This is an optimization exercise on Yosys and OpenROAD, whose aim is small area and a short achievable clock period, not a production implementation.
In this exercise RTL edits were held to simulation tests only and were not proved equivalent to the original.

[design.v]
module FullAdderCell (
   input  a,
   input  b,
   input  cin,
   output sum,
   output co
);
   wire c, ab, cci;
   xor (c, a, b);
   xor (sum, c, cin);
   and (ab, a, b);
   and (cci, c, cin);
   or (co, ab, cci);
endmodule
module RippleFullAdder #(
   parameter N = 16
) (
   input [N-1:0] a,
   input [N-1:0] b,
   input cin,
   output [N-1:0] sum,
   output co
);
   wire [N:0] c;
   assign c[0] = cin;
   assign co   = c[N];
   genvar i;
   generate
      for (i = 0; i < N; i = i + 1) begin : addbit
         FullAdderCell stage (
            .a  (a[i]),
            .b  (b[i]),
            .cin(c[i]),
            .sum(sum[i]),
            .co (c[i+1])
         );
      end
   endgenerate
endmodule
module Broadcaster #(
   parameter N = 16
) (
   input pin_a,
   input pin_b,
   output [N-1:0] a,
   output [N-1:0] b,
   output cin
);
   assign cin = pin_a;
   genvar i;
   generate
      for (i = 0; i < N; i = i + 1) begin
         assign a[i] = pin_a;
         assign b[i] = pin_b;
      end
   endgenerate
endmodule
module Mux2To1Input #(
   parameter N = 16
) (
   input [N-1:0] pin_a,
   input [N-1:0] pin_b,
   input pin_cin,
   input [N-1:0] a,
   input [N-1:0] b,
   input cin,
   input sel,
   output reg [N-1:0] sel_a,
   output reg [N-1:0] sel_b,
   output reg sel_cin
);
   always @(*) begin
      case (sel)
         1'b0: begin
            sel_a   = pin_a;
            sel_b   = pin_b;
            sel_cin = pin_cin;
         end
         1'b1: begin
            sel_a   = a;
            sel_b   = b;
            sel_cin = cin;
         end
         default: begin
            sel_a   = pin_a;
            sel_b   = pin_b;
            sel_cin = pin_cin;
         end
      endcase
   end
endmodule
module Compactor #(
   parameter N = 16
) (
   input [N-1:0] sum,
   input co,
   output [5:0] com_res
);
   xor (
      com_res[0],
      sum[0],
      sum[1],
      sum[2],
      sum[7],
      sum[8],
      sum[9],
      sum[13],
      sum[15],
      co
   );
   xor (
      com_res[1], sum[0], sum[1], sum[4], sum[5], sum[10], sum[14], sum[15], co
   );
   xor (
      com_res[2],
      sum[0],
      sum[5],
      sum[6],
      sum[7],
      sum[11],
      sum[12],
      sum[13],
      sum[14]
   );
   xor (
      com_res[3],
      sum[3],
      sum[4],
      sum[6],
      sum[8],
      sum[9],
      sum[10],
      sum[12],
      sum[15]
   );
   xor (
      com_res[4],
      sum[2],
      sum[3],
      sum[6],
      sum[7],
      sum[8],
      sum[10],
      sum[11],
      sum[14],
      co
   );
   xor (
      com_res[5],
      sum[1],
      sum[2],
      sum[3],
      sum[4],
      sum[5],
      sum[9],
      sum[11],
      sum[12],
      sum[13]
   );
endmodule
module Mux2To1Output #(
   parameter N = 16
) (
   input [N-1:0] sum,
   input co,
   input [5:0] com_res,
   input sel,
   output reg [N-1:0] sel_res,
   output reg sel_co
);
   always @(*) begin
      case (sel)
         1'b0: begin
            sel_res = sum;
            sel_co  = co;
         end
         1'b1: begin
            sel_res[5:0] = com_res;
            sel_res[N-1:6] = sum[N-1:6];
            sel_co = co;
         end
         default: begin
            sel_res = sum;
            sel_co  = co;
         end
      endcase
   end
endmodule
module TopWithoutBC #(
   parameter N = 16
) (
   input [N-1:0] pin_a,
   input [N-1:0] pin_b,
   input pin_cin,
   input pin_sel,
   output [N-1:0] pin_sum,
   output pin_co
);
   wire [N-1:0] a, b, sel_a, sel_b, sum;
   wire cin, co, sel_cin;
   wire [5:0] com_res;
   Broadcaster u1 (
      .pin_a(pin_a[0]),
      .pin_b(pin_b[0]),
      .a(a),
      .b(b),
      .cin(cin)
   );
   Mux2To1Input u2 (
      .pin_a(pin_a),
      .pin_b(pin_b),
      .pin_cin(pin_cin),
      .a(a),
      .b(b),
      .cin(cin),
      .sel(pin_sel),
      .sel_a(sel_a),
      .sel_b(sel_b),
      .sel_cin(sel_cin)
   );
   RippleFullAdder u3 (
      .a  (sel_a),
      .b  (sel_b),
      .cin(sel_cin),
      .sum(sum),
      .co (co)
   );
   Compactor u4 (
      .sum(sum),
      .co(co),
      .com_res(com_res)
   );
   Mux2To1Output u5 (
      .sum(sum),
      .co(co),
      .com_res(com_res),
      .sel(pin_sel),
      .sel_res(pin_sum),
      .sel_co(pin_co)
   );
endmodule
module BoundaryScanCell (
   input  TCK,
   input  sys_pin,
   input  last_cell_out,
   input  ShiftDR,
   input  ClockDR,
   input  UpdateDR,
   input  Mode,
   output to_next_cell,
   output module_pin
);
   wire shift_to_clock;
   reg clock_to_update, update_to_mode;
   assign shift_to_clock = ShiftDR ? last_cell_out : sys_pin;
   always @(posedge TCK) begin
      if (ClockDR) clock_to_update <= shift_to_clock;
   end
   assign to_next_cell = clock_to_update;
   always @(posedge TCK) begin
      if (UpdateDR) update_to_mode <= clock_to_update;
   end
   assign module_pin = Mode ? update_to_mode : sys_pin;
endmodule
module BoundaryScanChainInput #(
   parameter N = 16
) (
   input TCK,
   input TDI,
   input ShiftDR,
   input ClockDR,
   input UpdateDR,
   input Mode,
   input [N-1:0] sys_pin_a,
   input [N-1:0] sys_pin_b,
   input sys_pin_cin,
   input sys_pin_sel,
   output [N-1:0] module_pin_a,
   output [N-1:0] module_pin_b,
   output module_pin_cin,
   output module_pin_sel,
   output TDO
);
   wire [N:0] cell_wire_a, cell_wire_b, cell_wire_sum;
   wire cell_wire_cin;
   assign cell_wire_a[0] = TDI;
   genvar i;
   generate
      for (i = 0; i < N; i = i + 1) begin
         BoundaryScanCell stage (
            .TCK(TCK),
      .sys_pin(sys_pin_a[i]),
            .last_cell_out(cell_wire_a[i]),
            .ShiftDR(ShiftDR),
            .ClockDR(ClockDR),
            .UpdateDR(UpdateDR),
            .Mode(Mode),
            .to_next_cell(cell_wire_a[i+1]),
            .module_pin(module_pin_a[i])
         );
      end
   endgenerate
   assign cell_wire_b[0] = cell_wire_a[N];
   generate
      for (i = 0; i < N; i = i + 1) begin
         BoundaryScanCell stage (
            .TCK(TCK),
      .sys_pin(sys_pin_b[i]),
            .last_cell_out(cell_wire_b[i]),
            .ShiftDR(ShiftDR),
            .ClockDR(ClockDR),
            .UpdateDR(UpdateDR),
            .Mode(Mode),
            .to_next_cell(cell_wire_b[i+1]),
            .module_pin(module_pin_b[i])
         );
      end
   endgenerate
   BoundaryScanCell u1 (
      .TCK(TCK),
      .sys_pin(sys_pin_cin),
      .last_cell_out(cell_wire_b[N]),
      .ShiftDR(ShiftDR),
      .ClockDR(ClockDR),
      .UpdateDR(UpdateDR),
      .Mode(Mode),
      .to_next_cell(cell_wire_cin),
      .module_pin(module_pin_cin)
   );
   BoundaryScanCell u2 (
      .TCK(TCK),
      .sys_pin(sys_pin_sel),
      .last_cell_out(cell_wire_cin),
      .ShiftDR(ShiftDR),
      .ClockDR(ClockDR),
      .UpdateDR(UpdateDR),
      .Mode(Mode),
      .to_next_cell(TDO),
      .module_pin(module_pin_sel)
   );
endmodule
module BoundaryScanChainOutput #(
   parameter N = 16
) (
   input TCK,
   input TDI,
   input ShiftDR,
   input ClockDR,
   input UpdateDR,
   input Mode,
   input [N-1:0] module_pin_sum,
   input module_pin_co,
   output [N-1:0] sys_pin_sum,
   output sys_pin_co,
   output TDO
);
   wire [N:0] cell_wire_sum;
   assign cell_wire_sum[0] = TDI;
   genvar i;
   generate
      for (i = 0; i < N; i = i + 1) begin
         BoundaryScanCell stage (
            .TCK(TCK),
      .sys_pin(module_pin_sum[i]),
            .last_cell_out(cell_wire_sum[i]),
            .ShiftDR(ShiftDR),
            .ClockDR(ClockDR),
            .UpdateDR(UpdateDR),
            .Mode(Mode),
            .to_next_cell(cell_wire_sum[i+1]),
            .module_pin(sys_pin_sum[i])
         );
      end
   endgenerate
   BoundaryScanCell u3 (
      .TCK(TCK),
      .sys_pin(module_pin_co),
      .last_cell_out(cell_wire_sum[N]),
      .ShiftDR(ShiftDR),
      .ClockDR(ClockDR),
      .UpdateDR(UpdateDR),
      .Mode(Mode),
      .to_next_cell(TDO),
      .module_pin(sys_pin_co)
   );
endmodule
module BypassRegister (
   input TCK,
   input TDI,
   input ShiftDR,   
   input ClockDR,
   output reg TDO
);
   wire D;
   and (D, TDI, ShiftDR);
   always @(posedge TCK) begin
      if (ClockDR) TDO <= D;
   end
endmodule
module InstructionCell (
   input TCK,
   input DI,
   input TDI,
   input ShiftIR,
   input ClockIR,
   input UpdateIR,
   input Reset,
   output reg TDO,
   output reg Q
);
   always @(posedge TCK) begin
      if (ClockIR) begin
         if (ShiftIR == 1) begin
            TDO <= TDI;
         end else begin
            TDO <= DI;
         end
      end
   end
   always @(posedge TCK) begin
      if (Reset == 1) begin
         Q <= 1;
      end else if (UpdateIR == 1) begin
         Q <= TDO;
      end
   end
endmodule
module InstructionRegister(input TCK,
                           input TDI,
                           input ShiftIR,
                           input ClockIR,
                           input UpdateIR,
                           input Reset,
                           output TDO,
                           output[1:0] Q);
   wire cell_wire;
   InstructionCell u1(.TCK(TCK),
                      .DI(1'b0),
                      .TDI(TDI),
                      .ShiftIR(ShiftIR),
                      .ClockIR(ClockIR),
                      .UpdateIR(UpdateIR),
                      .Reset(Reset),
                      .TDO(cell_wire),
                      .Q(Q[0]));
   InstructionCell u2(.TCK(TCK),
                      .DI(1'b1),
                      .TDI(cell_wire),
                      .ShiftIR(ShiftIR),
                      .ClockIR(ClockIR),
                      .UpdateIR(UpdateIR),
                      .Reset(Reset),
                      .TDO(TDO),
                      .Q(Q[1]));
endmodule
module InstructionDecoder (
   input [1:0] instruction,
   output reg Mode,
   output reg sel
);
   parameter EXTEST = 2'd0;
   parameter SAMPLE_PRELOAD = 2'd1;
   parameter INTEST = 2'd2;
   parameter BYPASS = 2'd3;
   always @(*) begin
      case (instruction)
         EXTEST: begin
            Mode = 1;
            sel  = 0;
         end
         SAMPLE_PRELOAD: begin
            Mode = 0;
            sel  = 0;
         end
         INTEST: begin
            Mode = 1;
            sel  = 0;
         end
         BYPASS: begin
            Mode = 0;
            sel  = 1;
         end
         default: begin
            Mode = 0;
            sel  = 1;
         end
      endcase
   end
endmodule
module Mux2To1 (
   input a,
   input b,
   input sel,
   output reg TDO
);
   always @(*) begin
      case (sel)
         1'b0: TDO = a;
         1'b1: TDO = b;
         default: TDO = a;
      endcase
   end
endmodule
module MuxDRIR (
   input DR,
   input IR,
   input sel,
   output reg TDO
);
   always @(*) begin
      case (sel)
         1'b0: TDO = DR;
         1'b1: TDO = IR;
         default: TDO = DR;
      endcase
   end
endmodule
module MuxDRs (
   input BSC,
   input BR,
   input sel,
   output reg DR
);
   always @(*) begin
      case (sel)
         1'b0: DR = BSC;
         1'b1: DR = BR;
         default: DR = BSC;
      endcase
   end
endmodule
module TapController (
   input  TMS,
   input  TCK,
   output ShiftDR,
   output ClockDR,
   output UpdateDR,
   output Select,
   output ShiftIR,
   output ClockIR,
   output UpdateIR,
   output Enable,
   output Reset
);
   parameter Test_Logic_Reset = 4'd0;
   parameter Run_Test_Idle = 4'd1;
   parameter Select_DR_Scan = 4'd2;
   parameter Capture_DR = 4'd3;
   parameter Shift_DR = 4'd4;
   parameter Exit1_DR = 4'd5;
   parameter Pause_DR = 4'd6;
   parameter Exit2_DR = 4'd7;
   parameter Update_DR = 4'd8;
   parameter Select_IR_Scan = 4'd9;
   parameter Capture_IR = 4'd10;
   parameter Shift_IR = 4'd11;
   parameter Exit1_IR = 4'd12;
   parameter Pause_IR = 4'd13;
   parameter Exit2_IR = 4'd14;
   parameter Update_IR = 4'd15;
   reg [3:0] st_next;
   reg [3:0] st_cur;
   always @(posedge TCK) begin
      st_cur <= st_next;
   end
   always @(*) begin   
      case (st_cur)
         Test_Logic_Reset:
         case (TMS)
            1'b0: st_next = Run_Test_Idle;
            1'b1: st_next = Test_Logic_Reset;
         endcase
         Run_Test_Idle:
         case (TMS)
            1'b0: st_next = Run_Test_Idle;
            1'b1: st_next = Select_DR_Scan;
         endcase
         Select_DR_Scan:
         case (TMS)
            1'b0: st_next = Capture_DR;
            1'b1: st_next = Select_IR_Scan;
         endcase
         Capture_DR:
         case (TMS)
            1'b0: st_next = Shift_DR;
            1'b1: st_next = Exit1_DR;
         endcase
         Shift_DR:
         case (TMS)
            1'b0: st_next = Shift_DR;
            1'b1: st_next = Exit1_DR;
         endcase
         Exit1_DR:
         case (TMS)
            1'b0: st_next = Pause_DR;
            1'b1: st_next = Update_DR;
         endcase
         Pause_DR:
         case (TMS)
            1'b0: st_next = Pause_DR;
            1'b1: st_next = Exit2_DR;
         endcase
         Exit2_DR:
         case (TMS)
            1'b0: st_next = Shift_DR;
            1'b1: st_next = Update_DR;
         endcase
         Update_DR:
         case (TMS)
            1'b0: st_next = Run_Test_Idle;
            1'b1: st_next = Select_DR_Scan;
         endcase
         Select_IR_Scan:
         case (TMS)
            1'b0: st_next = Capture_IR;
            1'b1: st_next = Test_Logic_Reset;
         endcase
         Capture_IR:
         case (TMS)
            1'b0: st_next = Shift_IR;
            1'b1: st_next = Exit1_IR;
         endcase
         Shift_IR:
         case (TMS)
            1'b0: st_next = Shift_IR;
            1'b1: st_next = Exit1_IR;
         endcase
         Exit1_IR:
         case (TMS)
            1'b0: st_next = Pause_IR;
            1'b1: st_next = Update_IR;
         endcase
         Pause_IR:
         case (TMS)
            1'b0: st_next = Pause_IR;
            1'b1: st_next = Exit2_IR;
         endcase
         Exit2_IR:
         case (TMS)
            1'b0: st_next = Shift_IR;
            1'b1: st_next = Update_IR;
         endcase
         Update_IR:
         case (TMS)
            1'b0: st_next = Run_Test_Idle;
            1'b1: st_next = Select_DR_Scan;
         endcase
         default: st_next = Test_Logic_Reset;
      endcase   
   end
   wire CaptureDR, CaptureIR;
   assign ShiftDR = (st_cur == Shift_DR);
   assign CaptureDR = (st_cur == Capture_DR);
   assign UpdateDR = (st_next == Update_DR);
   assign Select = (st_cur == Select_IR_Scan || st_cur == Shift_IR);
   assign ShiftIR = (st_cur == Shift_IR);
   assign CaptureIR = (st_cur == Capture_IR);
   assign UpdateIR = (st_next == Update_IR);
   assign Enable = (ShiftDR || ShiftIR);
   assign Reset = (st_next == Test_Logic_Reset);
   assign ClockDR = ShiftDR || CaptureDR;
   assign ClockIR = ShiftIR || CaptureIR;
endmodule
module JTAG #(
   parameter N = 16
) (
   input TDI,
   input TMS,
   input TCK,
   input [N-1:0] sys_pin_a,
   input [N-1:0] sys_pin_b,
   input sys_pin_cin,
   input sys_pin_sel,
   input [N-1:0] module_pin_sum,
   input module_pin_co,
   output [N-1:0] module_pin_a,
   output [N-1:0] module_pin_b,
   output module_pin_cin,
   output module_pin_sel,
   output [N-1:0] sys_pin_sum,
   output sys_pin_co,
   output TDO
);
   wire u1_i_to_u1_o;
   wire ShiftDR, ClockDR, UpdateDR, Mode, ShiftIR, ClockIR, UpdateIR;
   wire BSC, BR, IR, sel_DRs, DR, Select, Reset;
   wire [1:0] instruction;
   wire D, Enable;
   BoundaryScanChainInput u1_i (
      .TCK(TCK),
      .TDI(TDI),
      .ShiftDR(ShiftDR),
      .ClockDR(ClockDR),
      .UpdateDR(UpdateDR),
      .Mode(Mode),
      .sys_pin_a(sys_pin_a),
      .sys_pin_b(sys_pin_b),
      .sys_pin_cin(sys_pin_cin),
      .sys_pin_sel(sys_pin_sel),
      .module_pin_a(module_pin_a),
      .module_pin_b(module_pin_b),
      .module_pin_cin(module_pin_cin),
      .module_pin_sel(module_pin_sel),
      .TDO(u1_i_to_u1_o)
   );
   BoundaryScanChainOutput u1_o (
      .TCK(TCK),
      .TDI(u1_i_to_u1_o),
      .ShiftDR(ShiftDR),
      .ClockDR(ClockDR),
      .UpdateDR(UpdateDR),
      .Mode(Mode),
      .module_pin_sum(module_pin_sum),
      .module_pin_co(module_pin_co),
      .sys_pin_sum(sys_pin_sum),
      .sys_pin_co(sys_pin_co),
      .TDO(BSC)
   );
   BypassRegister u2 (
      .TCK(TCK),
      .TDI(TDI),
      .ShiftDR(ShiftDR),   
      .ClockDR(ClockDR),
      .TDO(BR)
   );
   InstructionRegister u3 (
      .TCK(TCK),
      .TDI(TDI),
      .ShiftIR(ShiftIR),
      .ClockIR(ClockIR),
      .UpdateIR(UpdateIR),
      .Reset(Reset),
      .TDO(IR),
      .Q(instruction)
   );
   InstructionDecoder u4 (
      .instruction(instruction),
      .Mode(Mode),
      .sel(sel_DRs)
   );
   MuxDRs u5 (
      .BSC(BSC),
      .BR (BR),
      .sel(sel_DRs),
      .DR (DR)
   );
   MuxDRIR u6 (
      .DR (DR),
      .IR (IR),
      .sel(Select),
      .TDO(D)
   );
   TapController u7 (
      .TMS(TMS),
      .TCK(TCK),
      .ShiftDR(ShiftDR),
      .ClockDR(ClockDR),
      .UpdateDR(UpdateDR),
      .Select(Select),
      .ShiftIR(ShiftIR),
      .ClockIR(ClockIR),
      .UpdateIR(UpdateIR),
      .Enable(Enable),
      .Reset(Reset)
   );
   Mux2To1 u8 (
      .a  (1'b0),
      .b  (D),
      .sel(Enable),
      .TDO(TDO)
   );  
endmodule
module Top #(
   parameter N = 16
) (
   input TDI,
   input TMS,
   input TCK,
   input [N-1:0] sys_pin_a,
   input [N-1:0] sys_pin_b,
   input sys_pin_cin,
   input sys_pin_sel,
   output [N-1:0] sys_pin_sum,
   output sys_pin_co,
   output TDO
);
   wire [N-1:0] u1_sum_to_u2_a_b;
   wire u1_co_to_u2_cin, u1_TDO_to_u2_TDI;
   Chip u1 (
      .TDI(TDI),
      .TMS(TMS),
      .TCK(TCK),
      .sys_pin_a(sys_pin_a),
      .sys_pin_b(sys_pin_b),
      .sys_pin_cin(sys_pin_cin),
      .sys_pin_sel(sys_pin_sel),
      .sys_pin_sum(u1_sum_to_u2_a_b),
      .sys_pin_co(u1_co_to_u2_cin),
      .TDO(u1_TDO_to_u2_TDI)
   );
   Chip u2 (
      .TDI(u1_TDO_to_u2_TDI),
      .TMS(TMS),
      .TCK(TCK),
      .sys_pin_a(u1_sum_to_u2_a_b),
      .sys_pin_b(u1_sum_to_u2_a_b),
      .sys_pin_cin(u1_co_to_u2_cin),
      .sys_pin_sel(sys_pin_sel),
      .sys_pin_sum(sys_pin_sum),
      .sys_pin_co(sys_pin_co),
      .TDO(TDO)
   );
endmodule
module Chip #(
   parameter N = 16
) (
   input TDI,
   input TMS,
   input TCK,
   input [N-1:0] sys_pin_a,
   input [N-1:0] sys_pin_b,
   input sys_pin_cin,
   input sys_pin_sel,
   output [N-1:0] sys_pin_sum,
   output sys_pin_co,
   output TDO
);
   wire [N-1:0] pin_a, pin_b, pin_sum;
   wire pin_cin, pin_sel, pin_co;
   JTAG u1 (
      .TDI(TDI),
      .TMS(TMS),
      .TCK(TCK),
      .sys_pin_a(sys_pin_a),
      .sys_pin_b(sys_pin_b),
      .sys_pin_cin(sys_pin_cin),
      .sys_pin_sel(sys_pin_sel),
      .module_pin_sum(pin_sum),
      .module_pin_co(pin_co),
      .module_pin_a(pin_a),
      .module_pin_b(pin_b),
      .module_pin_cin(pin_cin),
      .module_pin_sel(pin_sel),
      .sys_pin_sum(sys_pin_sum),
      .sys_pin_co(sys_pin_co),
      .TDO(TDO)
   );
   TopWithoutBC u2 (
      .pin_a  (pin_a),
      .pin_b  (pin_b),
      .pin_cin(pin_cin),
      .pin_sel(pin_sel),
      .pin_sum(pin_sum),
      .pin_co (pin_co)
   );
endmodule
[run.sh]
#!/bin/bash
# synth_recipe.tcl (not shown) runs the flow's synth.tcl, then flattens the netlist and writes it again
# the make line also repeats each setting of config.mk as NAME=value (left out here)
make -C /OpenROAD-flow-scripts/flow DESIGN_CONFIG=/design/flow/config.mk WORK_HOME=/design/flow/orfs CLKGATE_MAP_FILE= SYNTH_SCRIPT=/design/flow/synth_recipe.tcl finish
[config.mk]
export PLATFORM = sky130hd
export DESIGN_NAME = Top
export DESIGN_NICKNAME = Top
export VERILOG_FILES = /design/flow/design.v
export SDC_FILE = /design/flow/constraint.sdc
export NUM_CORES = 4
export LEC_CHECK = 0
export CAP_MARGIN = 20
export CORE_MARGIN = 2
export CORE_UTILIZATION = 40
export SLEW_MARGIN = 20
[constraint.sdc]
create_clock -name core_clock -period 24.0 [get_ports {TCK}]
set_input_delay 4.8000 -clock core_clock [delete_from_list [all_inputs] [get_ports {TCK}]]
set_output_delay 4.8000 -clock core_clock [all_outputs]
set_load 0.01 [all_outputs]
==> run notes <==
timing repair:
item | 4_1_cts | 5_1_grt
pin swaps | 9 | 8
setup endpoints to repair | 8 | 5
setup buffers | 3 | 0
gates resized for setup | 25 | 18
worst max-delay path, delay by kind of cell:
kind / cells / cell delay, ns
buffers and inverters: 10 / 1.07
AO/OA/AOI/OAI: 5 / 0.72
adder cells (fa/ha/maj): 32 / 10.45
AND/OR/NAND/NOR: 3 / 0.52
XOR/XNOR: 6 / 1.10
final timing paths:
path | startpoint | to | slack (ns) | cells past startpoint
worst max register to register | u1.u1.u3.u1.Q$_SDFFE_PN1N_ | u2.u1.u1_o.genblk1[3].stage.clock_to_update$_DFFE_PP_ | 9.48 | 51
worst min-delay path | u1.u1.u1_i.genblk1[5].stage.clock_to_update$_DFFE_PP_ | u1.u1.u1_i.genblk1[5].stage.update_to_mode$_DFFE_PN_ | 0.44 | 0
worst max-delay path | sys_pin_sel | sys_pin_sum[0] | 0.52 | 56
worst min register to register | u1.u1.u1_i.genblk1[5].stage.clock_to_update$_DFFE_PP_ | u1.u1.u1_i.genblk1[5].stage.update_to_mode$_DFFE_PN_ | 0.44 | 0
metrics by stage:
stage | instance area (um2) | hold slack (ns) | TNS (ns) | utilization, %
floorplan | 11700 | 0.420 | 0 | -
global placement | 12700 | 0.425 | -4.44 | 44.2
detailed placement | 12700 | 0.429 | -5.33 | 44.2
CTS | 13600 | 0.443 | 0 | 47.2
global route | 13600 | 0.450 | 0 | 47.4
finish | 13600 | 0.443 | 0 | 47.4
sequential cells by signal (all words and copies together), names as in the netlist, 4 cells and up:
| signal | flops |
|---|---|
| u1.u1.u1_o.genblk1.stage.clock_to_update | 16 |
| u1.u1.u7.st_cur | 4 |
| u1.u1.u1_i.genblk2.stage.clock_to_update | 16 |
| u2.u1.u1_i.genblk1.stage.clock_to_update | 16 |
| u2.u1.u1_i.genblk2.stage.clock_to_update | 16 |
| u1.u1.u1_i.genblk1.stage.update_to_mode | 16 |
| u2.u1.u7.st_cur | 4 |
| u1.u1.u1_i.genblk2.stage.update_to_mode | 16 |
| u2.u1.u1_o.genblk1.stage.clock_to_update | 16 |
| u2.u1.u1_i.genblk2.stage.update_to_mode | 16 |
| u2.u1.u1_i.genblk1.stage.update_to_mode | 16 |
| u2.u1.u1_o.genblk1.stage.update_to_mode | 16 |
| u1.u1.u1_o.genblk1.stage.update_to_mode | 16 |
| u1.u1.u1_i.genblk1.stage.clock_to_update | 16 |
layout make-up:
cell class / instances / share of cell area [%]
flip-flops and latches: 222 / 48.0
repair buffers: 93 / 6.01
clock buffers: 29 / 4.77
multi-input cells: 610 / 35.7
clock inverters: 14 / 1.09
inverters: 32 / 0.881
well taps: 384 / 3.52
logic make-up after synthesis:
family	after synthesis
and+or+nand+nor	261
DFF	222
AOI/OAI and AO/OA	155
muxes	106
buffers and inverters	99
xor gates and xnor gates	56
adders and majority gates	32
placed cells by master, fill, tap and decap left out, types with 4 or more instances in the layout:
| cell type | n |
|---|---|
| o21ai_0 | 61 |
| dlygate4sd2_1 | 4 |
| fa_2 | 20 |
| mux2i_1 | 31 |
| xnor3_1 | 14 |
| nand2_1 | 66 |
| buf_4 | 38 |
| o21a_1 | 5 |
| fa_1 | 12 |
| nor2b_1 | 11 |
| nand2b_1 | 25 |
| a21oi_1 | 35 |
| a21boi_0 | 4 |
| o211ai_1 | 13 |
| and2_1 | 11 |
| a211oi_1 | 4 |
| dfxtp_1 | 11 |
| xnor2_1 | 26 |
| nand3_1 | 14 |
| edfxtp_1 | 210 |
| inv_1 | 31 |
| o211a_1 | 9 |
| xor2_1 | 9 |
| or2_2 | 8 |
| nor3_1 | 22 |
| clkinv_2 | 6 |
| clkbuf_16 | 25 |
| mux2_2 | 73 |
| nor2_1 | 82 |
| clkdlybuf4s50_1 | 46 |
routing by layer:
| metal | global-route usage [%] | vias to the layer above | wire, um |
|---|---|---|---|
| met5 | 0 | - | 0 |
| met4 | 3.54 | 0 | 484 |
| met3 | 2.00 | 31 | 711 |
| met2 | 26.2 | 123 | 11400 |
| met1 | 21.5 | 3475 | 11200 |
| li1 | - | 3444 | - |
==> results.yml <==
synth:
  synth_xor_area_share_pct: 6.31
  synth_compound_area_share_pct: 8.33
  synth_fa_ha_area_share_pct: 5.47
  syn_nets: 1000
  yosys-top-cells-area: "edfxtp_1 (54%), mux2_2 (7.0%), fa_1 (5.5%)"
  ys_warn_count: 10
  netlist.area_leader.share_pct: 53.8
  syn_area_per_cell_um2: 12.6
  synth_simple_gate_area_share_pct: 10.4
  synth_mux_area_share_pct: 9.83
  synth-edff-count: 210
  ys.flop_type: "edfxtp_1"
  synth_top_family_by_area: "simple AND/OR/NAND/NOR gates"
  yosys.cell_types.count: 57
  synthArstFlopShare_pct: 0
  yosys-top-cells-count: "edfxtp_1 (210), nor2_1 (85), mux2_2 (73), nand2_1 (67), o21ai_0 (63)"
  synth.most_common_cell: "edfxtp_1"
  syn_area_mm2: 0.0117
  netlist_instances: 931
  seq_area_frac_synth_pct: 55.9
  synth_area_leader_cell: "edfxtp_1"
  ys_ff_latch: 222
die:
  start_util_pct: 40.7
  die_area_mm2: 0.0307
  placementRows: 62
  fp.dieW_um: 175
  boundaryPins: 55
  die_height_um: 175
  design.core.area_mm2: 0.0288
place:
  gp_congestion: 0.804
  port_buffers: 54
  dp.cells: 1338
  hpwl_um: 16100
  dpl_worst_slack_ns: -1.09
timing:
  worst_slack_ns: 0.520
  fin_skew_ns: 0.0109
  finalSetupViolCount: 0
  slew_headroom_pct: 46.8
  finalMaxSlewViolations: 0
  worst_pin_slew_ns: 0.796
  timing.final.crit_share_pct: 97.8
  max_freq_mhz: 42.6
  layout_min_cycle_time_ns: 23.48
  finalHoldViolations: 0
  rsz0062_at_grt: "false"
run_status:
  status: "finished clean"
drt:
  routedWlPerCell_um: 17.2
  vias: 7073
  drc: 0
  viasPerCell: 5.11
  drt_iter0_drc: 398
  totalWireLength_um: 23800
  first_pass_iters: 5
  ant_nets: 0
cells_and_area:
  synthToLayoutAreaGrowth_pct: 16.3
  diodes: 0
  nNetsFinal: 1053
  final_layout_size_suffix_gt1_share_pct: 20.3
  multi_input_area_mm2: 0.00486
  seqCellArea_mm2: 0.00655
  final.fill_count: 2607
  layout.cells.non_filler: 1384
worst_setup_path:
  cpMostUsedCell: "fa_2"
  worst_setup_path_start_kind: "input pin"
  criticalPathCategory: "input pin to output pin"
  crit_fanout: 4
  cp.required_ns: 19.20
  critPathCaptureType: "output pin"
  max_stage_delay_ns: 0.43
  crit_slowest_cell: "fa_1"
  worstPathArrival_ns: 18.68
global_routing:
  grt_start_max_net_pins: 68
  first_global_vias: 7099
  antenna_found_initial: 0
  overflow: 0
  grt_pass1_wl_um: 38400
  grt_usage_pct: 15.6
clocking:
  tritoncts: "built"
  htree_levels: 1
  cts-hold-fix-buffers: 0
  clock_sinks: 222
  cts_made_buffers: 25
  clockBufferDepth: 3
  clk_pin_slew_ns: 0.06
  cts_root_buf: "clkbuf_16"
  clkLatencyLatePin_ns: 0.51
min_path:
  hold_class: "register to register"
run:
  drv_cap: 0

-- afterwards: timing with drivers on the ports --
The flow's constraints put no driver on any port. The routed layout listed below was extracted and timed again, unchanged, in two steps.
Step 1: set_driving_cell puts a clkbuf_16 on TCK and a buf_2 on each other input, an assumption about the parent block.
Step 2 adds t to the input delays and takes it off the output delays; t is the mean of the earliest and latest rising clock arrival at the registers after step 1. Input paths then give back, and output paths get back, about the clock's delay inside the block.
Three values: ideal ports, drivers, drivers and shift; two values: the first two.
t (ns): 0.554
setup WS [ns]: 0.520 / 0.498 / 0.498
worst register clock-pin slew, ns: 0.06 / 0.06
pins driven straight from the clock port: 1
After both steps setup and hold are still met in this run. The setup slack of this run moves by -0.022 ns with the drivers and by -0.022 ns with both steps.
